What follows belongs to an exercise in optimizing a design on an open flow for small area and a short achievable clock period; a production flow would make more cautious choices. No functional check of the RTL was part of this run. Power figures rest on the tool's default switching activity, not on a simulated workload.

**flow/constraint.sdc**
```tcl
create_clock -name core_clock -period 5.5 [get_ports {clk}]
set_input_delay 1.1000 -clock core_clock [delete_from_list [all_inputs] [get_ports {clk}]]
set_output_delay 1.1000 -clock core_clock [all_outputs]
set_load 0.01 [all_outputs]
```
**flow/flow/run.sh**
```bash
#!/bin/bash
# Own layout flow: the standard synthesis, then the full adders of the
# netlist are re-polarised to drop inverters (flow/polopt.py), then the standard flow's
# standard layout of that netlist, with plain buffers on the ports.
set -euo pipefail
cd "$(dirname "$0")/.."
RES=orfs/results/${FLOW_PLATFORM:-sky130hd}/mac/base
bash standard.sh synth > synth.log 2>&1
cp "$RES/1_2_yosys.v" "$RES/1_2_yosys_std.v"
python3 flow/polopt.py "$RES/1_2_yosys_std.v" "$RES/1_2_yosys.v" > polopt.log 2>&1
touch "$RES/1_2_yosys.v"
rm -f "$RES/1_synth.odb" "$RES/1_synth.sdc"
bash standard.sh synth > synth_odb.log 2>&1
bash standard.sh "BUFFER_PORTS_ARGS=-buffer_cell sky130_fd_sc_hd__buf_2" finish > layout.log 2>&1
test -s out/final.def
```
**flow/design.v**
```verilog
module mac_fin (
    input  [18:0] si,
    input  [18:0] ci,
    input  [18:0] pi,
    input  [18:0] qi,
    output [9:0]  lo,
    output [8:0]  h0,
    output [8:0]  h1,
    output        cy
);
    wire s0 = si[0] ^ ci[0];
    wire c0 = si[0] & ci[0];
    wire s1 = si[1] ^ ci[1] ^ pi[1];
    wire c1 = (si[1] & ci[1]) | (si[1] & pi[1]) | (ci[1] & pi[1]);
    wire s2 = si[2] ^ ci[2] ^ pi[2];
    wire c2 = (si[2] & ci[2]) | (si[2] & pi[2]) | (ci[2] & pi[2]);
    wire s3 = si[3] ^ ci[3] ^ pi[3];
    wire c3 = (si[3] & ci[3]) | (si[3] & pi[3]) | (ci[3] & pi[3]);
    wire s4 = si[4] ^ ci[4] ^ pi[4];
    wire c4 = (si[4] & ci[4]) | (si[4] & pi[4]) | (ci[4] & pi[4]);
    wire s5 = si[5] ^ ci[5] ^ pi[5];
    wire c5 = (si[5] & ci[5]) | (si[5] & pi[5]) | (ci[5] & pi[5]);
    wire s6 = si[6] ^ ci[6] ^ pi[6];
    wire c6 = (si[6] & ci[6]) | (si[6] & pi[6]) | (ci[6] & pi[6]);
    wire s7 = si[7] ^ ci[7] ^ pi[7];
    wire c7 = (si[7] & ci[7]) | (si[7] & pi[7]) | (ci[7] & pi[7]);
    wire s8 = si[8] ^ ci[8] ^ pi[8];
    wire c8 = (si[8] & ci[8]) | (si[8] & pi[8]) | (ci[8] & pi[8]);
    wire s9 = si[9] ^ ci[9] ^ pi[9];
    wire c9 = (si[9] & ci[9]) | (si[9] & pi[9]) | (ci[9] & pi[9]);
    wire s10 = si[10] ^ ci[10] ^ pi[10];
    wire c10 = (si[10] & ci[10]) | (si[10] & pi[10]) | (ci[10] & pi[10]);
    wire s11 = si[11] ^ ci[11] ^ pi[11];
    wire c11 = (si[11] & ci[11]) | (si[11] & pi[11]) | (ci[11] & pi[11]);
    wire s12 = si[12] ^ ci[12] ^ pi[12];
    wire c12 = (si[12] & ci[12]) | (si[12] & pi[12]) | (ci[12] & pi[12]);
    wire s13 = si[13] ^ ci[13] ^ pi[13];
    wire c13 = (si[13] & ci[13]) | (si[13] & pi[13]) | (ci[13] & pi[13]);
    wire s14 = si[14] ^ ci[14] ^ pi[14];
    wire c14 = (si[14] & ci[14]) | (si[14] & pi[14]) | (ci[14] & pi[14]);
    wire s15 = si[15] ^ ci[15] ^ pi[15];
    wire c15 = (si[15] & ci[15]) | (si[15] & pi[15]) | (ci[15] & pi[15]);
    wire s16 = si[16] ^ ci[16] ^ pi[16];
    wire c16 = (si[16] & ci[16]) | (si[16] & pi[16]) | (ci[16] & pi[16]);
    wire s17 = si[17] ^ ci[17] ^ pi[17];
    wire c17 = (si[17] & ci[17]) | (si[17] & pi[17]) | (ci[17] & pi[17]);
    wire s18 = si[18] ^ ci[18] ^ pi[18];
    wire s19 = pi[0] ^ qi[0];
    wire c19 = pi[0] & qi[0];
    wire s20 = qi[1] ^ c0 ^ s1;
    wire c20 = (qi[1] & c0) | (qi[1] & s1) | (c0 & s1);
    wire s21 = qi[2] ^ c1 ^ s2;
    wire c21 = (qi[2] & c1) | (qi[2] & s2) | (c1 & s2);
    wire s22 = qi[3] ^ c2 ^ s3;
    wire c22 = (qi[3] & c2) | (qi[3] & s3) | (c2 & s3);
    wire s23 = qi[4] ^ c3 ^ s4;
    wire c23 = (qi[4] & c3) | (qi[4] & s4) | (c3 & s4);
    wire s24 = qi[5] ^ c4 ^ s5;
    wire c24 = (qi[5] & c4) | (qi[5] & s5) | (c4 & s5);
    wire s25 = qi[6] ^ c5 ^ s6;
    wire c25 = (qi[6] & c5) | (qi[6] & s6) | (c5 & s6);
    wire s26 = qi[7] ^ c6 ^ s7;
    wire c26 = (qi[7] & c6) | (qi[7] & s7) | (c6 & s7);
    wire s27 = qi[8] ^ c7 ^ s8;
    wire c27 = (qi[8] & c7) | (qi[8] & s8) | (c7 & s8);
    wire s28 = qi[9] ^ c8 ^ s9;
    wire c28 = (qi[9] & c8) | (qi[9] & s9) | (c8 & s9);
    wire s29 = qi[10] ^ c9 ^ s10;
    wire c29 = (qi[10] & c9) | (qi[10] & s10) | (c9 & s10);
    wire s30 = qi[11] ^ c10 ^ s11;
    wire c30 = (qi[11] & c10) | (qi[11] & s11) | (c10 & s11);
    wire s31 = qi[12] ^ c11 ^ s12;
    wire c31 = (qi[12] & c11) | (qi[12] & s12) | (c11 & s12);
    wire s32 = qi[13] ^ c12 ^ s13;
    wire c32 = (qi[13] & c12) | (qi[13] & s13) | (c12 & s13);
    wire s33 = qi[14] ^ c13 ^ s14;
    wire c33 = (qi[14] & c13) | (qi[14] & s14) | (c13 & s14);
    wire s34 = qi[15] ^ c14 ^ s15;
    wire c34 = (qi[15] & c14) | (qi[15] & s15) | (c14 & s15);
    wire s35 = qi[16] ^ c15 ^ s16;
    wire c35 = (qi[16] & c15) | (qi[16] & s16) | (c15 & s16);
    wire s36 = qi[17] ^ c16 ^ s17;
    wire c36 = (qi[17] & c16) | (qi[17] & s17) | (c16 & s17);
    wire s37 = qi[18] ^ c17 ^ s18;
    wire [18:0] ra = {c36, c35, c34, c33, c32, c31, c30, c29, c28, c27, c26, c25, c24, c23, c22, c21, c20, c19, s0};
    wire [18:0] rb = {s37, s36, s35, s34, s33, s32, s31, s30, s29, s28, s27, s26, s25, s24, s23, s22, s21, s20, s19};
    assign {cy, lo} = ra[9:0] + rb[9:0];
    assign h0 = ra[18:10] + rb[18:10];
    assign h1 = ra[18:10] + rb[18:10] + 9'd1;
endmodule
module mac_cs (
    input  [3:0]  one,
    input  [3:0]  two,
    input  [3:0]  neg,
    input  [7:0]  w,
    input  [18:0] si,
    input  [18:0] ci,
    output [18:0] so,
    output [18:0] co
);
    wire pp0_0 = ((one[0] & w[0]) | (two[0] & 1'b0)) ^ neg[0];
    wire pp0_1 = ((one[0] & w[1]) | (two[0] & w[0])) ^ neg[0];
    wire pp0_2 = ((one[0] & w[2]) | (two[0] & w[1])) ^ neg[0];
    wire pp0_3 = ((one[0] & w[3]) | (two[0] & w[2])) ^ neg[0];
    wire pp0_4 = ((one[0] & w[4]) | (two[0] & w[3])) ^ neg[0];
    wire pp0_5 = ((one[0] & w[5]) | (two[0] & w[4])) ^ neg[0];
    wire pp0_6 = ((one[0] & w[6]) | (two[0] & w[5])) ^ neg[0];
    wire pp0_7 = ((one[0] & w[7]) | (two[0] & w[6])) ^ neg[0];
    wire pp0_8 = ~(((one[0] | two[0]) & w[7]) ^ neg[0]);
    wire pp1_0 = ((one[1] & w[0]) | (two[1] & 1'b0)) ^ neg[1];
    wire pp1_1 = ((one[1] & w[1]) | (two[1] & w[0])) ^ neg[1];
    wire pp1_2 = ((one[1] & w[2]) | (two[1] & w[1])) ^ neg[1];
    wire pp1_3 = ((one[1] & w[3]) | (two[1] & w[2])) ^ neg[1];
    wire pp1_4 = ((one[1] & w[4]) | (two[1] & w[3])) ^ neg[1];
    wire pp1_5 = ((one[1] & w[5]) | (two[1] & w[4])) ^ neg[1];
    wire pp1_6 = ((one[1] & w[6]) | (two[1] & w[5])) ^ neg[1];
    wire pp1_7 = ((one[1] & w[7]) | (two[1] & w[6])) ^ neg[1];
    wire pp1_8 = ~(((one[1] | two[1]) & w[7]) ^ neg[1]);
    wire pp2_0 = ((one[2] & w[0]) | (two[2] & 1'b0)) ^ neg[2];
    wire pp2_1 = ((one[2] & w[1]) | (two[2] & w[0])) ^ neg[2];
    wire pp2_2 = ((one[2] & w[2]) | (two[2] & w[1])) ^ neg[2];
    wire pp2_3 = ((one[2] & w[3]) | (two[2] & w[2])) ^ neg[2];
    wire pp2_4 = ((one[2] & w[4]) | (two[2] & w[3])) ^ neg[2];
    wire pp2_5 = ((one[2] & w[5]) | (two[2] & w[4])) ^ neg[2];
    wire pp2_6 = ((one[2] & w[6]) | (two[2] & w[5])) ^ neg[2];
    wire pp2_7 = ((one[2] & w[7]) | (two[2] & w[6])) ^ neg[2];
    wire pp2_8 = ~(((one[2] | two[2]) & w[7]) ^ neg[2]);
    wire pp3_0 = ((one[3] & w[0]) | (two[3] & 1'b0)) ^ neg[3];
    wire pp3_1 = ((one[3] & w[1]) | (two[3] & w[0])) ^ neg[3];
    wire pp3_2 = ((one[3] & w[2]) | (two[3] & w[1])) ^ neg[3];
    wire pp3_3 = ((one[3] & w[3]) | (two[3] & w[2])) ^ neg[3];
    wire pp3_4 = ((one[3] & w[4]) | (two[3] & w[3])) ^ neg[3];
    wire pp3_5 = ((one[3] & w[5]) | (two[3] & w[4])) ^ neg[3];
    wire pp3_6 = ((one[3] & w[6]) | (two[3] & w[5])) ^ neg[3];
    wire pp3_7 = ((one[3] & w[7]) | (two[3] & w[6])) ^ neg[3];
    wire pp3_8 = ~(((one[3] | two[3]) & w[7]) ^ neg[3]);
    wire s0 = si[6] ^ ci[6];
    wire c0 = si[6] & ci[6];
    wire s1 = si[7] ^ ci[7];
    wire c1 = si[7] & ci[7];
    wire s2 = si[8] ^ ci[8];
    wire c2 = si[8] & ci[8];
    wire s3 = si[2] ^ ci[2];
    wire c3 = si[2] & ci[2];
    wire s4 = si[3] ^ ci[3];
    wire c4 = si[3] & ci[3];
    wire s5 = si[4] ^ ci[4] ^ neg[2];
    wire c5 = (si[4] & ci[4]) | (si[4] & neg[2]) | (ci[4] & neg[2]);
    wire s6 = pp0_4 ^ pp1_2;
    wire c6 = pp0_4 & pp1_2;
    wire s7 = si[5] ^ ci[5] ^ pp0_5;
    wire c7 = (si[5] & ci[5]) | (si[5] & pp0_5) | (ci[5] & pp0_5);
    wire s8 = pp1_3 ^ pp2_1;
    wire c8 = pp1_3 & pp2_1;
    wire s9 = neg[3] ^ s0 ^ pp0_6;
    wire c9 = (neg[3] & s0) | (neg[3] & pp0_6) | (s0 & pp0_6);
    wire s10 = pp1_4 ^ pp2_2 ^ pp3_0;
    wire c10 = (pp1_4 & pp2_2) | (pp1_4 & pp3_0) | (pp2_2 & pp3_0);
    wire s11 = c0 ^ s1 ^ pp0_7;
    wire c11 = (c0 & s1) | (c0 & pp0_7) | (s1 & pp0_7);
    wire s12 = pp1_5 ^ pp2_3 ^ pp3_1;
    wire c12 = (pp1_5 & pp2_3) | (pp1_5 & pp3_1) | (pp2_3 & pp3_1);
    wire s13 = c1 ^ s2 ^ pp0_8;
    wire c13 = (c1 & s2) | (c1 & pp0_8) | (s2 & pp0_8);
    wire s14 = pp1_6 ^ pp2_4 ^ pp3_2;
    wire c14 = (pp1_6 & pp2_4) | (pp1_6 & pp3_2) | (pp2_4 & pp3_2);
    wire s15 = si[9] ^ ci[9] ^ c2;
    wire c15 = (si[9] & ci[9]) | (si[9] & c2) | (ci[9] & c2);
    wire s16 = pp1_7 ^ pp2_5 ^ pp3_3;
    wire c16 = (pp1_7 & pp2_5) | (pp1_7 & pp3_3) | (pp2_5 & pp3_3);
    wire s17 = si[10] ^ ci[10] ^ pp1_8;
    wire c17 = (si[10] & ci[10]) | (si[10] & pp1_8) | (ci[10] & pp1_8);
    wire s18 = pp2_6 ^ pp3_4;
    wire c18 = pp2_6 & pp3_4;
    wire s19 = si[11] ^ ci[11] ^ pp2_7;
    wire c19 = (si[11] & ci[11]) | (si[11] & pp2_7) | (ci[11] & pp2_7);
    wire s20 = si[12] ^ ci[12];
    wire c20 = si[12] & ci[12];
    wire s21 = si[0] ^ ci[0];
    wire c21 = si[0] & ci[0];
    wire s22 = si[1] ^ ci[1];
    wire c22 = si[1] & ci[1];
    wire s23 = neg[1] ^ s3 ^ pp0_2;
    wire c23 = (neg[1] & s3) | (neg[1] & pp0_2) | (s3 & pp0_2);
    wire s24 = c3 ^ s4 ^ pp0_3;
    wire c24 = (c3 & s4) | (c3 & pp0_3) | (s4 & pp0_3);
    wire s25 = c4 ^ pp2_0 ^ s5;
    wire c25 = (c4 & pp2_0) | (c4 & s5) | (pp2_0 & s5);
    wire s26 = c5 ^ c6 ^ s8;
    wire c26 = (c5 & c6) | (c5 & s8) | (c6 & s8);
    wire s27 = c8 ^ c7 ^ s9;
    wire c27 = (c8 & c7) | (c8 & s9) | (c7 & s9);
    wire s28 = c9 ^ c10 ^ s11;
    wire c28 = (c9 & c10) | (c9 & s11) | (c10 & s11);
    wire s29 = c11 ^ c12 ^ s13;
    wire c29 = (c11 & c12) | (c11 & s13) | (c12 & s13);
    wire s30 = s15 ^ c13 ^ c14;
    wire c30 = (s15 & c13) | (s15 & c14) | (c13 & c14);
    wire s31 = c15 ^ s18 ^ c16;
    wire c31 = (c15 & s18) | (c15 & c16) | (s18 & c16);
    wire s32 = pp3_5 ^ c18 ^ c17;
    wire c32 = (pp3_5 & c18) | (pp3_5 & c17) | (c18 & c17);
    wire s33 = s20 ^ pp2_8 ^ pp3_6;
    wire c33 = (s20 & pp2_8) | (s20 & pp3_6) | (pp2_8 & pp3_6);
    wire s34 = si[13] ^ ci[13] ^ c20;
    wire c34 = (si[13] & ci[13]) | (si[13] & c20) | (ci[13] & c20);
    wire s35 = si[14] ^ ci[14];
    wire c35 = si[14] & ci[14];
    wire s36 = neg[0] ^ s21;
    wire c36 = neg[0] & s21;
    wire s37 = c21 ^ s22 ^ pp0_1;
    wire c37 = (c21 & s22) | (c21 & pp0_1) | (s22 & pp0_1);
    wire s38 = c22 ^ pp1_0 ^ s23;
    wire c38 = (c22 & pp1_0) | (c22 & s23) | (pp1_0 & s23);
    wire s39 = pp1_1 ^ c23 ^ s24;
    wire c39 = (pp1_1 & c23) | (pp1_1 & s24) | (c23 & s24);
    wire s40 = s6 ^ c24 ^ s25;
    wire c40 = (s6 & c24) | (s6 & s25) | (c24 & s25);
    wire s41 = s7 ^ c25 ^ s26;
    wire c41 = (s7 & c25) | (s7 & s26) | (c25 & s26);
    wire s42 = s10 ^ c26 ^ s27;
    wire c42 = (s10 & c26) | (s10 & s27) | (c26 & s27);
    wire s43 = s12 ^ c27 ^ s28;
    wire c43 = (s12 & c27) | (s12 & s28) | (c27 & s28);
    wire s44 = s14 ^ c28 ^ s29;
    wire c44 = (s14 & c28) | (s14 & s29) | (c28 & s29);
    wire s45 = s16 ^ s30 ^ c29;
    wire c45 = (s16 & s30) | (s16 & c29) | (s30 & c29);
    wire s46 = s17 ^ c30 ^ s31;
    wire c46 = (s17 & c30) | (s17 & s31) | (c30 & s31);
    wire s47 = s19 ^ c31 ^ s32;
    wire c47 = (s19 & c31) | (s19 & s32) | (c31 & s32);
    wire s48 = c19 ^ s33 ^ c32;
    wire c48 = (c19 & s33) | (c19 & c32) | (s33 & c32);
    wire s49 = pp3_7 ^ s34 ^ c33;
    wire c49 = (pp3_7 & s34) | (pp3_7 & c33) | (s34 & c33);
    wire s50 = s35 ^ pp3_8 ^ c34;
    wire c50 = (s35 & pp3_8) | (s35 & c34) | (pp3_8 & c34);
    wire s51 = si[15] ^ ci[15] ^ c35;
    wire c51 = (si[15] & ci[15]) | (si[15] & c35) | (ci[15] & c35);
    wire s52 = si[16] ^ ci[16];
    wire c52 = si[16] & ci[16];
    wire s53 = si[17] ^ ci[17];
    wire c53 = si[17] & ci[17];
    wire s54 = si[18] ^ ci[18];
    assign so = {c53, c52, s52, s51, s50, s49, c47, c46, c45, c44, c43, c42, c41, c40, c39, c38, c37, c36, pp0_0};
    assign co = {s54, s53, c51, c50, c49, c48, s48, s47, s46, s45, s44, s43, s42, s41, s40, s39, s38, s37, s36};
endmodule
module mac_cs0 (
    input  [3:0]  one,
    input  [3:0]  two,
    input  [3:0]  neg,
    input  [7:0]  w,
    input  [18:0] ci,
    output [18:0] so,
    output [18:0] co
);
    wire pp0_0 = ((one[0] & w[0]) | (two[0] & 1'b0)) ^ neg[0];
    wire pp0_1 = ((one[0] & w[1]) | (two[0] & w[0])) ^ neg[0];
    wire pp0_2 = ((one[0] & w[2]) | (two[0] & w[1])) ^ neg[0];
    wire pp0_3 = ((one[0] & w[3]) | (two[0] & w[2])) ^ neg[0];
    wire pp0_4 = ((one[0] & w[4]) | (two[0] & w[3])) ^ neg[0];
    wire pp0_5 = ((one[0] & w[5]) | (two[0] & w[4])) ^ neg[0];
    wire pp0_6 = ((one[0] & w[6]) | (two[0] & w[5])) ^ neg[0];
    wire pp0_7 = ((one[0] & w[7]) | (two[0] & w[6])) ^ neg[0];
    wire pp0_8 = ~(((one[0] | two[0]) & w[7]) ^ neg[0]);
    wire pp1_0 = ((one[1] & w[0]) | (two[1] & 1'b0)) ^ neg[1];
    wire pp1_1 = ((one[1] & w[1]) | (two[1] & w[0])) ^ neg[1];
    wire pp1_2 = ((one[1] & w[2]) | (two[1] & w[1])) ^ neg[1];
    wire pp1_3 = ((one[1] & w[3]) | (two[1] & w[2])) ^ neg[1];
    wire pp1_4 = ((one[1] & w[4]) | (two[1] & w[3])) ^ neg[1];
    wire pp1_5 = ((one[1] & w[5]) | (two[1] & w[4])) ^ neg[1];
    wire pp1_6 = ((one[1] & w[6]) | (two[1] & w[5])) ^ neg[1];
    wire pp1_7 = ((one[1] & w[7]) | (two[1] & w[6])) ^ neg[1];
    wire pp1_8 = ~(((one[1] | two[1]) & w[7]) ^ neg[1]);
    wire pp2_0 = ((one[2] & w[0]) | (two[2] & 1'b0)) ^ neg[2];
    wire pp2_1 = ((one[2] & w[1]) | (two[2] & w[0])) ^ neg[2];
    wire pp2_2 = ((one[2] & w[2]) | (two[2] & w[1])) ^ neg[2];
    wire pp2_3 = ((one[2] & w[3]) | (two[2] & w[2])) ^ neg[2];
    wire pp2_4 = ((one[2] & w[4]) | (two[2] & w[3])) ^ neg[2];
    wire pp2_5 = ((one[2] & w[5]) | (two[2] & w[4])) ^ neg[2];
    wire pp2_6 = ((one[2] & w[6]) | (two[2] & w[5])) ^ neg[2];
    wire pp2_7 = ((one[2] & w[7]) | (two[2] & w[6])) ^ neg[2];
    wire pp2_8 = ~(((one[2] | two[2]) & w[7]) ^ neg[2]);
    wire pp3_0 = ((one[3] & w[0]) | (two[3] & 1'b0)) ^ neg[3];
    wire pp3_1 = ((one[3] & w[1]) | (two[3] & w[0])) ^ neg[3];
    wire pp3_2 = ((one[3] & w[2]) | (two[3] & w[1])) ^ neg[3];
    wire pp3_3 = ((one[3] & w[3]) | (two[3] & w[2])) ^ neg[3];
    wire pp3_4 = ((one[3] & w[4]) | (two[3] & w[3])) ^ neg[3];
    wire pp3_5 = ((one[3] & w[5]) | (two[3] & w[4])) ^ neg[3];
    wire pp3_6 = ((one[3] & w[6]) | (two[3] & w[5])) ^ neg[3];
    wire pp3_7 = ((one[3] & w[7]) | (two[3] & w[6])) ^ neg[3];
    wire pp3_8 = ~(((one[3] | two[3]) & w[7]) ^ neg[3]);
    wire s0 = ci[4] ^ neg[2];
    wire c0 = ci[4] & neg[2];
    wire s1 = ci[5] ^ pp0_5;
    wire c1 = ci[5] & pp0_5;
    wire s2 = ci[6] ^ neg[3] ^ pp0_6;
    wire c2 = (ci[6] & neg[3]) | (ci[6] & pp0_6) | (neg[3] & pp0_6);
    wire s3 = pp1_4 ^ pp2_2;
    wire c3 = pp1_4 & pp2_2;
    wire s4 = ci[7] ^ pp0_7 ^ pp1_5;
    wire c4 = (ci[7] & pp0_7) | (ci[7] & pp1_5) | (pp0_7 & pp1_5);
    wire s5 = pp2_3 ^ pp3_1;
    wire c5 = pp2_3 & pp3_1;
    wire s6 = 1'b1 ^ ci[8] ^ pp0_8;
    wire c6 = (1'b1 & ci[8]) | (1'b1 & pp0_8) | (ci[8] & pp0_8);
    wire s7 = pp1_6 ^ pp2_4 ^ pp3_2;
    wire c7 = (pp1_6 & pp2_4) | (pp1_6 & pp3_2) | (pp2_4 & pp3_2);
    wire s8 = ci[9] ^ pp1_7 ^ pp2_5;
    wire c8 = (ci[9] & pp1_7) | (ci[9] & pp2_5) | (pp1_7 & pp2_5);
    wire s9 = 1'b1 ^ ci[10] ^ pp1_8;
    wire c9 = (1'b1 & ci[10]) | (1'b1 & pp1_8) | (ci[10] & pp1_8);
    wire s10 = 1'b1 ^ ci[11];
    wire c10 = 1'b1 & ci[11];
    wire s11 = ci[2] ^ neg[1];
    wire c11 = ci[2] & neg[1];
    wire s12 = ci[3] ^ pp0_3;
    wire c12 = ci[3] & pp0_3;
    wire s13 = s0 ^ pp0_4 ^ pp1_2;
    wire c13 = (s0 & pp0_4) | (s0 & pp1_2) | (pp0_4 & pp1_2);
    wire s14 = c0 ^ pp1_3 ^ pp2_1;
    wire c14 = (c0 & pp1_3) | (c0 & pp2_1) | (pp1_3 & pp2_1);
    wire s15 = pp3_0 ^ c1 ^ s3;
    wire c15 = (pp3_0 & c1) | (pp3_0 & s3) | (c1 & s3);
    wire s16 = c3 ^ s5 ^ c2;
    wire c16 = (c3 & s5) | (c3 & c2) | (s5 & c2);
    wire s17 = c5 ^ c4 ^ s6;
    wire c17 = (c5 & c4) | (c5 & s6) | (c4 & s6);
    wire s18 = pp3_3 ^ c6 ^ c7;
    wire c18 = (pp3_3 & c6) | (pp3_3 & c7) | (c6 & c7);
    wire s19 = pp2_6 ^ pp3_4 ^ c8;
    wire c19 = (pp2_6 & pp3_4) | (pp2_6 & c8) | (pp3_4 & c8);
    wire s20 = s10 ^ pp2_7 ^ pp3_5;
    wire c20 = (s10 & pp2_7) | (s10 & pp3_5) | (pp2_7 & pp3_5);
    wire s21 = ci[12] ^ c10 ^ pp2_8;
    wire c21 = (ci[12] & c10) | (ci[12] & pp2_8) | (c10 & pp2_8);
    wire s22 = 1'b1 ^ ci[13];
    wire c22 = 1'b1 & ci[13];
    wire s23 = ci[0] ^ neg[0];
    wire c23 = ci[0] & neg[0];
    wire s24 = ci[1] ^ pp0_1;
    wire c24 = ci[1] & pp0_1;
    wire s25 = s11 ^ pp0_2 ^ pp1_0;
    wire c25 = (s11 & pp0_2) | (s11 & pp1_0) | (pp0_2 & pp1_0);
    wire s26 = c11 ^ pp1_1 ^ s12;
    wire c26 = (c11 & pp1_1) | (c11 & s12) | (pp1_1 & s12);
    wire s27 = pp2_0 ^ c12 ^ s13;
    wire c27 = (pp2_0 & c12) | (pp2_0 & s13) | (c12 & s13);
    wire s28 = s1 ^ c13 ^ s14;
    wire c28 = (s1 & c13) | (s1 & s14) | (c13 & s14);
    wire s29 = c14 ^ s2 ^ s15;
    wire c29 = (c14 & s2) | (c14 & s15) | (s2 & s15);
    wire s30 = s4 ^ c15 ^ s16;
    wire c30 = (s4 & c15) | (s4 & s16) | (c15 & s16);
    wire s31 = s7 ^ c16 ^ s17;
    wire c31 = (s7 & c16) | (s7 & s17) | (c16 & s17);
    wire s32 = s8 ^ s18 ^ c17;
    wire c32 = (s8 & s18) | (s8 & c17) | (s18 & c17);
    wire s33 = s9 ^ c18 ^ s19;
    wire c33 = (s9 & c18) | (s9 & s19) | (c18 & s19);
    wire s34 = c9 ^ s20 ^ c19;
    wire c34 = (c9 & s20) | (c9 & c19) | (s20 & c19);
    wire s35 = pp3_6 ^ c20 ^ s21;
    wire c35 = (pp3_6 & c20) | (pp3_6 & s21) | (c20 & s21);
    wire s36 = s22 ^ pp3_7 ^ c21;
    wire c36 = (s22 & pp3_7) | (s22 & c21) | (pp3_7 & c21);
    wire s37 = ci[14] ^ c22 ^ pp3_8;
    wire c37 = (ci[14] & c22) | (ci[14] & pp3_8) | (c22 & pp3_8);
    wire s38 = 1'b1 ^ ci[15];
    wire c38 = 1'b1 & ci[15];
    wire s39 = 1'b1 ^ ci[16];
    wire c39 = 1'b1 & ci[16];
    assign so = {1'b1, ci[17], c38, s38, s37, s36, s35, c33, c32, c31, c30, c29, c28, c27, c26, c25, c24, c23, s23};
    assign co = {ci[18], c39, s39, c37, c36, c35, c34, s34, s33, s32, s31, s30, s29, s28, s27, s26, s25, s24, pp0_0};
endmodule
module mac_p6 (
    input  [3:0]  one,
    input  [3:0]  two,
    input  [3:0]  neg,
    input  [7:0]  w,
    output [18:0] so,
    output [18:0] co
);
    wire pp0_0 = ((one[0] & w[0]) | (two[0] & 1'b0)) ^ neg[0];
    wire pp0_1 = ((one[0] & w[1]) | (two[0] & w[0])) ^ neg[0];
    wire pp0_2 = ((one[0] & w[2]) | (two[0] & w[1])) ^ neg[0];
    wire pp0_3 = ((one[0] & w[3]) | (two[0] & w[2])) ^ neg[0];
    wire pp0_4 = ((one[0] & w[4]) | (two[0] & w[3])) ^ neg[0];
    wire pp0_5 = ((one[0] & w[5]) | (two[0] & w[4])) ^ neg[0];
    wire pp0_6 = ((one[0] & w[6]) | (two[0] & w[5])) ^ neg[0];
    wire pp0_7 = ((one[0] & w[7]) | (two[0] & w[6])) ^ neg[0];
    wire pp0_8 = ~(((one[0] | two[0]) & w[7]) ^ neg[0]);
    wire pp1_0 = ((one[1] & w[0]) | (two[1] & 1'b0)) ^ neg[1];
    wire pp1_1 = ((one[1] & w[1]) | (two[1] & w[0])) ^ neg[1];
    wire pp1_2 = ((one[1] & w[2]) | (two[1] & w[1])) ^ neg[1];
    wire pp1_3 = ((one[1] & w[3]) | (two[1] & w[2])) ^ neg[1];
    wire pp1_4 = ((one[1] & w[4]) | (two[1] & w[3])) ^ neg[1];
    wire pp1_5 = ((one[1] & w[5]) | (two[1] & w[4])) ^ neg[1];
    wire pp1_6 = ((one[1] & w[6]) | (two[1] & w[5])) ^ neg[1];
    wire pp1_7 = ((one[1] & w[7]) | (two[1] & w[6])) ^ neg[1];
    wire pp1_8 = ~(((one[1] | two[1]) & w[7]) ^ neg[1]);
    wire pp2_0 = ((one[2] & w[0]) | (two[2] & 1'b0)) ^ neg[2];
    wire pp2_1 = ((one[2] & w[1]) | (two[2] & w[0])) ^ neg[2];
    wire pp2_2 = ((one[2] & w[2]) | (two[2] & w[1])) ^ neg[2];
    wire pp2_3 = ((one[2] & w[3]) | (two[2] & w[2])) ^ neg[2];
    wire pp2_4 = ((one[2] & w[4]) | (two[2] & w[3])) ^ neg[2];
    wire pp2_5 = ((one[2] & w[5]) | (two[2] & w[4])) ^ neg[2];
    wire pp2_6 = ((one[2] & w[6]) | (two[2] & w[5])) ^ neg[2];
    wire pp2_7 = ((one[2] & w[7]) | (two[2] & w[6])) ^ neg[2];
    wire pp2_8 = ~(((one[2] | two[2]) & w[7]) ^ neg[2]);
    wire pp3_0 = ((one[3] & w[0]) | (two[3] & 1'b0)) ^ neg[3];
    wire pp3_1 = ((one[3] & w[1]) | (two[3] & w[0])) ^ neg[3];
    wire pp3_2 = ((one[3] & w[2]) | (two[3] & w[1])) ^ neg[3];
    wire pp3_3 = ((one[3] & w[3]) | (two[3] & w[2])) ^ neg[3];
    wire pp3_4 = ((one[3] & w[4]) | (two[3] & w[3])) ^ neg[3];
    wire pp3_5 = ((one[3] & w[5]) | (two[3] & w[4])) ^ neg[3];
    wire pp3_6 = ((one[3] & w[6]) | (two[3] & w[5])) ^ neg[3];
    wire pp3_7 = ((one[3] & w[7]) | (two[3] & w[6])) ^ neg[3];
    wire pp3_8 = ~(((one[3] | two[3]) & w[7]) ^ neg[3]);
    wire s0 = neg[3] ^ pp0_6;
    wire c0 = neg[3] & pp0_6;
    wire s1 = pp0_7 ^ pp1_5;
    wire c1 = pp0_7 & pp1_5;
    wire s2 = pp0_8 ^ pp1_6;
    wire c2 = pp0_8 & pp1_6;
    wire s3 = neg[2] ^ pp0_4;
    wire c3 = neg[2] & pp0_4;
    wire s4 = pp0_5 ^ pp1_3;
    wire c4 = pp0_5 & pp1_3;
    wire s5 = pp1_4 ^ pp2_2 ^ pp3_0;
    wire c5 = (pp1_4 & pp2_2) | (pp1_4 & pp3_0) | (pp2_2 & pp3_0);
    wire s6 = pp2_3 ^ pp3_1 ^ c0;
    wire c6 = (pp2_3 & pp3_1) | (pp2_3 & c0) | (pp3_1 & c0);
    wire s7 = pp2_4 ^ pp3_2 ^ c1;
    wire c7 = (pp2_4 & pp3_2) | (pp2_4 & c1) | (pp3_2 & c1);
    wire s8 = pp1_7 ^ pp2_5 ^ pp3_3;
    wire c8 = (pp1_7 & pp2_5) | (pp1_7 & pp3_3) | (pp2_5 & pp3_3);
    wire s9 = pp1_8 ^ pp2_6;
    wire c9 = pp1_8 & pp2_6;
    wire s10 = neg[1] ^ pp0_2;
    wire c10 = neg[1] & pp0_2;
    wire s11 = pp0_3 ^ pp1_1;
    wire c11 = pp0_3 & pp1_1;
    wire s12 = pp1_2 ^ pp2_0 ^ s3;
    wire c12 = (pp1_2 & pp2_0) | (pp1_2 & s3) | (pp2_0 & s3);
    wire s13 = pp2_1 ^ c3 ^ s4;
    wire c13 = (pp2_1 & c3) | (pp2_1 & s4) | (c3 & s4);
    wire s14 = c4 ^ s0 ^ s5;
    wire c14 = (c4 & s0) | (c4 & s5) | (s0 & s5);
    wire s15 = s1 ^ c5 ^ s6;
    wire c15 = (s1 & c5) | (s1 & s6) | (c5 & s6);
    wire s16 = s2 ^ c6 ^ s7;
    wire c16 = (s2 & c6) | (s2 & s7) | (c6 & s7);
    wire s17 = c2 ^ s8 ^ c7;
    wire c17 = (c2 & s8) | (c2 & c7) | (s8 & c7);
    wire s18 = pp3_4 ^ s9 ^ c8;
    wire c18 = (pp3_4 & s9) | (pp3_4 & c8) | (s9 & c8);
    wire s19 = pp2_7 ^ pp3_5 ^ c9;
    wire c19 = (pp2_7 & pp3_5) | (pp2_7 & c9) | (pp3_5 & c9);
    wire s20 = pp2_8 ^ pp3_6;
    wire c20 = pp2_8 & pp3_6;
    assign so = {1'b0, 1'b0, 1'b0, 1'b0, pp3_8, pp3_7, s20, s19, s18, c16, c15, c14, c13, c12, c11, c10, pp1_0, pp0_1, neg[0]};
    assign co = {1'b0, 1'b0, 1'b0, 1'b0, 1'b0, c20, c19, c18, c17, s17, s16, s15, s14, s13, s12, s11, s10, 1'b0, pp0_0};
endmodule
module mac #(parameter DW=8,CW=19,ROW=7,COLUMN=7,OW=26
) (
    input [ROW*DW-1     : 0]        mac_m_data  ,
    input [COLUMN*DW-1  : 0]        w           ,
    input [ROW-1        : 0]        w_en        ,
    input [COLUMN*CW-1  : 0]        ci          ,
    output [COLUMN*OW-1 : 0]        mac_s_data  ,
    input clk,
    input rst_n
);
localparam [113:0] RV = {19'd502528, 19'd480768, 19'd459008, 19'd437248, 19'd415488, 19'd393728};
localparam [18:0]  RP = 19'd21760;
reg  [47:0]  xd1;        
reg  [55:0]  wd;         
reg  [5:0]   wed;        
reg  [5:0]   ld;         
reg  [55:0]  one, two, neg;   
reg  [391:0] wq;         
reg  [797:0] ss, sc;     
reg  [132:0] p6s, p6c;   
reg  [69:0]  slo;        
reg  [62:0]  sh0, sh1;   
reg  [6:0]   scy;        
wire [797:0] ssn, scn;
wire [132:0] p6sn, p6cn;
wire [69:0]  slon;
wire [62:0]  sh0n, sh1n;
wire [6:0]   scyn;
always @(posedge clk) begin
    xd1 <= mac_m_data[47:0];
    wd  <= w;
end
always @(posedge clk or negedge rst_n) begin
    if (!rst_n) begin
        wed <= 6'd0;
        ld  <= 6'd0;
    end else begin
        wed <= w_en[5:0];
        ld  <= ld | wed;
    end
end
genvar r, c, j, g;
generate
for (r = 0; r < 7; r = r + 1) begin : dig
    wire       v  = (r < 6) ? (ld[r % 6] | wed[r % 6]) : 1'b1;
    wire [8:0] xe = (r < 6) ? {xd1[8*(r % 6) +: 8], 1'b0} : {mac_m_data[55:48], 1'b0};
    for (g = 0; g < 2; g = g + 1) begin : grp
        for (j = 0; j < 4; j = j + 1) begin : dg
            wire b2 = xe[2*j+2], b1 = xe[2*j+1], b0 = xe[2*j];
            wire d1 = v & (b1 ^ b0);
            wire d2 = v & ((b2 & ~b1 & ~b0) | (~b2 & b1 & b0));
            wire d3 = v & b2;
            always @(posedge clk or negedge rst_n) begin
                if (!rst_n) begin
                    one[8*r+4*g+j] <= g[0];
                    two[8*r+4*g+j] <= g[0];
                    neg[8*r+4*g+j] <= g[0];
                end else begin
                    one[8*r+4*g+j] <= d1 ^ g[0];
                    two[8*r+4*g+j] <= d2 ^ g[0];
                    neg[8*r+4*g+j] <= d3 ^ g[0];
                end
            end
        end
    end
end
for (r = 0; r < 6; r = r + 1) begin : row
    always @(posedge clk) begin
        if (wed[r]) wq[56*r +: 56] <= wd;
    end
    for (c = 0; c < 7; c = c + 1) begin : col
        localparam integer G = (c < 4) ? 0 : 1;
        wire [3:0] d_one = one[8*r+4*G +: 4] ^ {4{G[0]}};
        wire [3:0] d_two = two[8*r+4*G +: 4] ^ {4{G[0]}};
        wire [3:0] d_neg = neg[8*r+4*G +: 4] ^ {4{G[0]}};
        if (r == 0) begin : g0
            mac_cs0 u (.one(d_one), .two(d_two), .neg(d_neg),
                       .w(wq[56*r + 8*c +: 8]),
                       .ci(ci[19*c +: 19]), .so(ssn[133*r + 19*c +: 19]), .co(scn[133*r + 19*c +: 19]));
        end else begin : gm
            mac_cs u (.one(d_one), .two(d_two), .neg(d_neg),
                      .w(wq[56*r + 8*c +: 8]),
                      .si(ss[133*(r-1) + 19*c +: 19]), .ci(sc[133*(r-1) + 19*c +: 19]),
                      .so(ssn[133*r + 19*c +: 19]), .co(scn[133*r + 19*c +: 19]));
        end
        always @(posedge clk or negedge rst_n) begin
            if (!rst_n) begin
                ss[133*r + 19*c +: 19] <= RV[19*r +: 19];
                sc[133*r + 19*c +: 19] <= 19'd0;
            end else begin
                ss[133*r + 19*c +: 19] <= ssn[133*r + 19*c +: 19];
                sc[133*r + 19*c +: 19] <= scn[133*r + 19*c +: 19];
            end
        end
    end
end
always @(posedge clk or negedge rst_n) begin
    if (!rst_n)
        wq[391:336] <= 56'd0;
    else if (w_en[6])
        wq[391:336] <= w;
end
for (c = 0; c < 7; c = c + 1) begin : last
    localparam integer G = (c < 4) ? 0 : 1;
    wire [3:0] d_one = one[8*6+4*G +: 4] ^ {4{G[0]}};
    wire [3:0] d_two = two[8*6+4*G +: 4] ^ {4{G[0]}};
    wire [3:0] d_neg = neg[8*6+4*G +: 4] ^ {4{G[0]}};
    mac_p6 u (.one(d_one), .two(d_two), .neg(d_neg), .w(wq[336 + 8*c +: 8]),
              .so(p6sn[19*c +: 19]), .co(p6cn[19*c +: 19]));
    mac_fin f (.si(ss[133*5 + 19*c +: 19]), .ci(sc[133*5 + 19*c +: 19]),
               .pi(p6s[19*c +: 19]), .qi(p6c[19*c +: 19]),
               .lo(slon[10*c +: 10]), .h0(sh0n[9*c +: 9]), .h1(sh1n[9*c +: 9]), .cy(scyn[c]));
    always @(posedge clk or negedge rst_n) begin
        if (!rst_n) begin
            p6s[19*c +: 19] <= RP;
            p6c[19*c +: 19] <= 19'd0;
            slo[10*c +: 10] <= 10'd0;
            sh0[9*c +: 9]   <= 9'd0;
            sh1[9*c +: 9]   <= 9'd0;
            scy[c]          <= 1'b0;
        end else begin
            p6s[19*c +: 19] <= p6sn[19*c +: 19];
            p6c[19*c +: 19] <= p6cn[19*c +: 19];
            slo[10*c +: 10] <= slon[10*c +: 10];
            sh0[9*c +: 9]   <= sh0n[9*c +: 9];
            sh1[9*c +: 9]   <= sh1n[9*c +: 9];
            scy[c]          <= scyn[c];
        end
    end
    wire [18:0] res = {scy[c] ? sh1[9*c +: 9] : sh0[9*c +: 9], slo[10*c +: 10]};
    assign mac_s_data[26*c +: 26] = {{7{res[18]}}, res};
end
endgenerate
endmodule
```
**flow/standard.sh**
```bash
#!/bin/bash
# synth_recipe.tcl (not shown) runs the flow's synth.tcl, then flattens the netlist and writes it again
# the make line also repeats each setting of config.mk as NAME=value (left out here)
make -C /OpenROAD-flow-scripts/flow DESIGN_CONFIG=/design/flow/config.mk WORK_HOME=/design/flow/orfs CLKGATE_MAP_FILE= SYNTH_SCRIPT=/design/flow/synth_recipe.tcl "${@:-finish}"
```
**flow/flow/polopt.py**
```python
#!/usr/bin/env python3
"""Re-polarise the full adders of a mapped sky130 netlist to remove inverters.

A full adder with all three inputs inverted gives both outputs inverted, so
each fa_* cell may be fed complemented inputs, and its outputs then carry the
complement of the original signals.  This picks, per full adder, whether to do
so (greedy local search) to minimise the number of inverters, then rewires:
every inverter chain is replaced by at most one inv_1 per driving net.
Usage: polopt.py IN.v OUT.v
"""
import re, sys, collections

src = open(sys.argv[1]).read()
INST = re.compile(r'^(\s*)(sky130_fd_sc_hd__\w+)\s+(\S+)\s*\((.*?)\);\n', re.M | re.S)
PIN = re.compile(r'\.(\w+)\(([^()]*)\)')
OUTP = {'X', 'Y', 'Q', 'Q_N', 'SUM', 'COUT', 'HI', 'LO'}

m0 = re.search(r'^module\s+(\w+)\s*\((.*?)\);', src, re.M | re.S)
ports = set()
for d in re.finditer(r'^\s*(input|output)\s*(\[[^\]]*\])?\s*([^;]+);', src, re.M):
    for nm in d.group(3).split(','):
        nm = nm.strip()
        if d.group(2):
            hi, lo = [int(x) for x in d.group(2)[1:-1].split(':')]
            for i in range(min(hi, lo), max(hi, lo) + 1):
                ports.add(f"{nm}[{i}]")
        else:
            ports.add(nm)

insts = []
for m in INST.finditer(src):
    pins = [(p, n.strip()) for p, n in PIN.findall(m.group(4))]
    insts.append([m.group(2), m.group(3), pins])
first = INST.search(src).start()
last = list(INST.finditer(src))[-1].end()
head, tail = src[:first], src[last:]

def isinv(t): return re.match(r'sky130_fd_sc_hd__(inv|clkinv)_\d+$', t) is not None
def isfa(t): return re.match(r'sky130_fd_sc_hd__fa_\d+$', t) is not None

drv = {}
for i, (t, nm, pins) in enumerate(insts):
    for p, n in pins:
        if p in OUTP and n:
            drv[n] = (i, p)

def root(n):
    par = 0
    seen = 0
    while n in drv and isinv(insts[drv[n][0]][0]):
        n = dict(insts[drv[n][0]][2])['A']
        par ^= 1
        seen += 1
        assert seen < 100
    return n, par

fas = [i for i, x in enumerate(insts) if isfa(x[0])]
flip = {i: 0 for i in fas}
conns = []   # (root, sink inst, pin, parity)
locked = set()
for i, (t, nm, pins) in enumerate(insts):
    if isinv(t):
        y = dict(pins)['Y']
        if y in ports:       # keep inverters that drive ports: lock the chain's source
            r, _ = root(y)
            if r in drv: locked.add(drv[r][0])
        continue
    for p, n in pins:
        if p in OUTP or not n:
            continue
        r, par = root(n)
        conns.append((r, i, p, par))

def srcfa(r):
    if r in drv and drv[r][0] in flip:
        return drv[r][0]
    return None

rootsinks = collections.defaultdict(list)
byfa = collections.defaultdict(set)
for k, (r, i, p, par) in enumerate(conns):
    rootsinks[r].append(k)
    s = srcfa(r)
    if s is not None: byfa[s].add(r)
    if i in flip: byfa[i].add(r)

def eff(k):
    r, i, p, par = conns[k]
    s = srcfa(r)
    return par ^ (flip[s] if s is not None else 0) ^ (flip[i] if i in flip else 0)

def rootcost(r):
    return 1 if any(eff(k) for k in rootsinks[r]) else 0

def total():
    return sum(rootcost(r) for r in rootsinks)

before = sum(1 for x in insts if isinv(x[0]))
for it in range(30):
    changed = 0
    for f in fas:
        if f in locked: continue
        rs = byfa[f]
        b = sum(rootcost(r) for r in rs)
        flip[f] ^= 1
        a = sum(rootcost(r) for r in rs)
        if a < b: changed += 1
        else: flip[f] ^= 1
    if not changed: break

# rebuild
out_insts = []
invnet = {}
newwires = []
k_of = {}
for k, (r, i, p, par) in enumerate(conns):
    k_of[(i, p)] = k
nid = 0
for i, (t, nm, pins) in enumerate(insts):
    if isinv(t) and dict(pins)['Y'] not in ports:
        continue
    newpins = []
    for p, n in pins:
        if (i, p) in k_of:
            k = k_of[(i, p)]
            r = conns[k][0]
            if eff(k):
                if r not in invnet:
                    w = f"_polinv_{nid}_"; nid += 1
                    invnet[r] = w
                    newwires.append(w)
                    out_insts.append(("sky130_fd_sc_hd__inv_1", f"_polinvc_{nid}_", [("A", r), ("Y", w)]))
                n = invnet[r]
            else:
                n = r
        newpins.append((p, n))
    out_insts.append((t, nm, newpins))

def fmt(t, nm, pins):
    esc = lambda n: n + " " if n.startswith("\\") else n
    return f"  {t} {esc(nm)} (\n" + ",\n".join(f"    .{p}({esc(n)})" for p, n in pins) + "\n  );\n"

head = head.rstrip('\n') + "\n" + "".join(f"  wire {w};\n" for w in newwires)
open(sys.argv[2], 'w').write(head + "".join(fmt(*x) for x in out_insts) + tail)
after = len(invnet) + sum(1 for x in insts if isinv(x[0]) and dict(x[2])['Y'] in ports)
print(f"polopt: {before} inverters -> {after}; {sum(flip.values())} of {len(fas)} full adders flipped", file=sys.stderr)
```
**flow/config.mk**
```make
export PLATFORM = sky130hd
export DESIGN_NAME = mac
export DESIGN_NICKNAME = mac
export VERILOG_FILES = /design/flow/design.v
export SDC_FILE = /design/flow/constraint.sdc
export NUM_CORES = 4
export LEC_CHECK = 0
export CAP_MARGIN = 20
export CORE_MARGIN = 2
export CORE_UTILIZATION = 50
export PLACE_DENSITY = 0.65
export SETUP_SLACK_MARGIN = 2.6
export SLEW_MARGIN = 20
```
==> summary.txt <==
Status
  – Status: timing/DRC/antenna clean

Clock tree
  – CTS sink count: 2659
  – Total CTS buffers: 296
  – Clock H-tree levels: 5
  – Root buf cell: clkbuf_16
  – Clk buf depth: 4
  – # hold bufs at CTS: 0
  – CTS tree: built
  – Worst skew pair latency: 930 ps
  – Clock slew at reported path FFs: 60 ps

Floorplanning
  – Die Y: 560 um
  – Full die area: 0.314 mm^2
  – Die width: 560 um
  – Top Ports: 436
  – Core area: 0.308 mm^2
  – Starting Density: 50.1%
  – Cell Rows: 204

Setup path
  – R2r setup slk: 2130 ps
  – Setup crit start kind: register
  – Worst path top cell family by delay: adder cells
  – CP arrival: 4150 ps
  – Most frequent CP cell: fa_2
  – Worst EP required: 6280 ps
  – CP cell instances: fa_1 > fa_2 > ha_4 > fa_2 > a211o_4 > a2111oi_4 > nand3b_1 > and2_4 > nand4_1 > xnor2_1
  – Critical path endpoint category: register
  – Critical path type: reg -> reg
  – Worst path bufs/invs: 0
  – Critical R2R Capture: sh1[35]
  – Max FO, Critical Path: 4
  – Slowest-stage cell, CP: dfstp_2
  – CP max stage delay: 530 ps
  – Crit Reg-Reg Startpoint: last[3].f.pi[10]
  – Worst Reg-to-Reg Cells: 10

Power and ir drop
  – Net switching power: 57900 uW
  – Clock power share: 15.1%
  – Combinational share of power: 60.0%
  – Seq pwr share: 24.9%
  – P per Cell Area: 789 mW/mm^2
  – Int Pwr: 80800 uW
  – Sw Share: 41.7%
  – Leak: 0.0742 uW
  – Peak VDD IR: 0.718 mV

Logic synthesis
  – Synthesized net count: 14234
  – Cell area after technology mapping: 0.155 mm^2
  – Yosys warning total: 1
  – Avg Cell Area, Syn: 13.7 um^2
  – Gate Count Post-Synth: 11292

STA
  – Slew at the pin with the worst max-slew slack: 1010 ps
  – Fmax: 297 MHz
  – Setup tns final: 0 ps
  – Part of the cycle the worst path needs: 61.3%
  – Fin. max-slew vios: 0
  – Setup violators final: 0
  – Tmin final: 3370 ps
  – Max-slew headroom: 32.5%
  – Hold_ws: 113 ps
  – Setup Skew: 51.5 ps
  – Hold Fails Final Rpt: 0
  – RSZ-0062 raised after global routing: true

Drt
  – DR iter-0 viols: 9886
  – Remaining DRCs: 0
  – Antenna Nets Post-Route: 0
  – Total number of vias: 92050
  – Routed WL: 440 mm
  – Detailed Routing Iterations Pass 1: 7
  – Wire length per cell: 27.5 um
  – Via/cell ratio: 5.74

Place
  – GP Congestion: 0.911
  – Input/output buffers: 435
  – Detailed Place HPWL: 320 mm
  – Placed insts: 15194

Final layout
  – Area added between synthesis and finish: 13.8%
  – Nets: 14600
  – Final cell count without fillers: 16036
  – # fillers: 24694
  – Layout cell share with drive strength beyond 1: 17.8%

Global routing
  – Initial antenna violation count: 51
  – Total gr overflow: 0
  – Vias in the first global route: 97684
  – Largest net degree at the start of global routing: 166
  – Tot GR Track Use: 27.8%
  – First-pass GRT wire length: 650 mm

Worst hold path
  – Hold crit path type: in -> async

Job
  – Total of max-cap violations: 0
-- power by group through the flow --
stage / sequential [uW] / combinational, uW / clock [uW]
finish: 34600 / 83200 / 20900
global route: 35200 / 92200 / 22100
CTS: 34600 / 78200 / 21300
detailed placement: 35100 / 72000 / 0
global placement: 34900 / 69300 / 0
floorplan: 32400 / 49500 / 0
-- registers in the layout, indices dropped and copies added, names as in the netlist --
register   cells
last.f.pi    100
last.f.qi     91
ld             6
neg           56
one           56
sc           798
scy            7
sh0           63
sh1           63
slo           70
ss           791
two           56
wd            56
wed            6
wq           392
xd1           48
-- worst max path at each step --
stage,start,end,slack (ps),cells past startpoint
finish,last[3].f.pi[10],sh1[35],2130,10
global route,last[3].f.pi[10],sh1[35],2040,10
CTS,last[5].f.pi[10],sh1[53],2160,11
detailed placement,neg[36],sc[616],1910,6
global placement,neg[36],sc[654],1930,6
floorplan,last[4].f.pi[10],sh1[44],2260,10
-- stage by stage --
| step | instance area, um^2 | utilization, % | worst slack [ps] | power [uW] |
|---|---|---|---|---|
| floorplan | 155000 | - | 2260 | 81900 |
| finish | 176000 | 57.0 | 2130 | 139000 |
| CTS | 173000 | 56.3 | 2160 | 134000 |
| global route | 176000 | 57.0 | 2040 | 149000 |
| detailed placement | 160000 | 51.9 | 1910 | 107000 |
| global placement | 160000 | 51.9 | 1930 | 104000 |
-- placed cells by master, fill, tap and decap left out, types with 161 or more instances in the layout --
cell type / count
dfstp_2: 279
buf_4: 309
nand2_1: 378
dfrtp_1: 1782
a22oi_1: 784
o22ai_1: 588
buf_6: 161
xnor2_1: 1658
clkbuf_16: 313
inv_1: 650
edfxtp_1: 336
fa_1: 1807
buf_2: 338
ha_1: 833
xor2_1: 274
-- per-layer routing --
| metal | vias to the layer above | part of all wire, % | track usage [%] |
|---|---|---|---|
| li1 | 38258 | - | - |
| met1 | 48663 | 44 | 42.4 |
| met2 | 4292 | 45 | 41.8 |
| met3 | 811 | 7.6 | 3.88 |
| met4 | 26 | 3.4 | 7.48 |
| met5 | - | 0.033 | 0 |
-- layout make-up --
| type | count | area, um^2 | area share [%] |
|---|---|---|---|
| antenna | 7 | 17.5 | 0.00996 |
| clock buffer | 408 | 8500 | 4.83 |
| clock inverter | 141 | 1820 | 1.04 |
| inverter | 662 | 2520 | 1.43 |
| multi-input combinational | 7170 | 82000 | 46.6 |
| sequential | 2659 | 68700 | 39.1 |
| tap | 4120 | 5150 | 2.93 |
| timing repair buffer | 869 | 7140 | 4.06 |
-- timing repair --
item / in CTS / in global routing
gates resized for setup: 413 / 188
buffers inserted: 133 / 153
endpoints found under the setup margin: 919 / 449
pin swaps: 84 / 99
cloned: 0 / 0

## afterwards: timing with drivers on the ports
The flow's constraints put no driver on any port. The routed layout listed below was extracted and timed again, unchanged, in two steps.
Step 1: set_driving_cell puts a clkbuf_16 on clk and a buf_2 on each other input, an assumption about the parent block.
Step 2 also shifts input and output timing later by t, the mid clock arrival at the registers, as if the neighbouring blocks saw the same clock.
Slacks: ideal ports / drivers / drivers and shift; pairs: ideal ports / drivers.
t (ns): 1.002
setup WS [ns]: 2.129 / 2.129 / 2.129
worst setup path at the end: register to register
After both steps this run still meets setup and hold. The setup slack of this run moves by 0.000 ns with the drivers and by 0.000 ns with both steps.
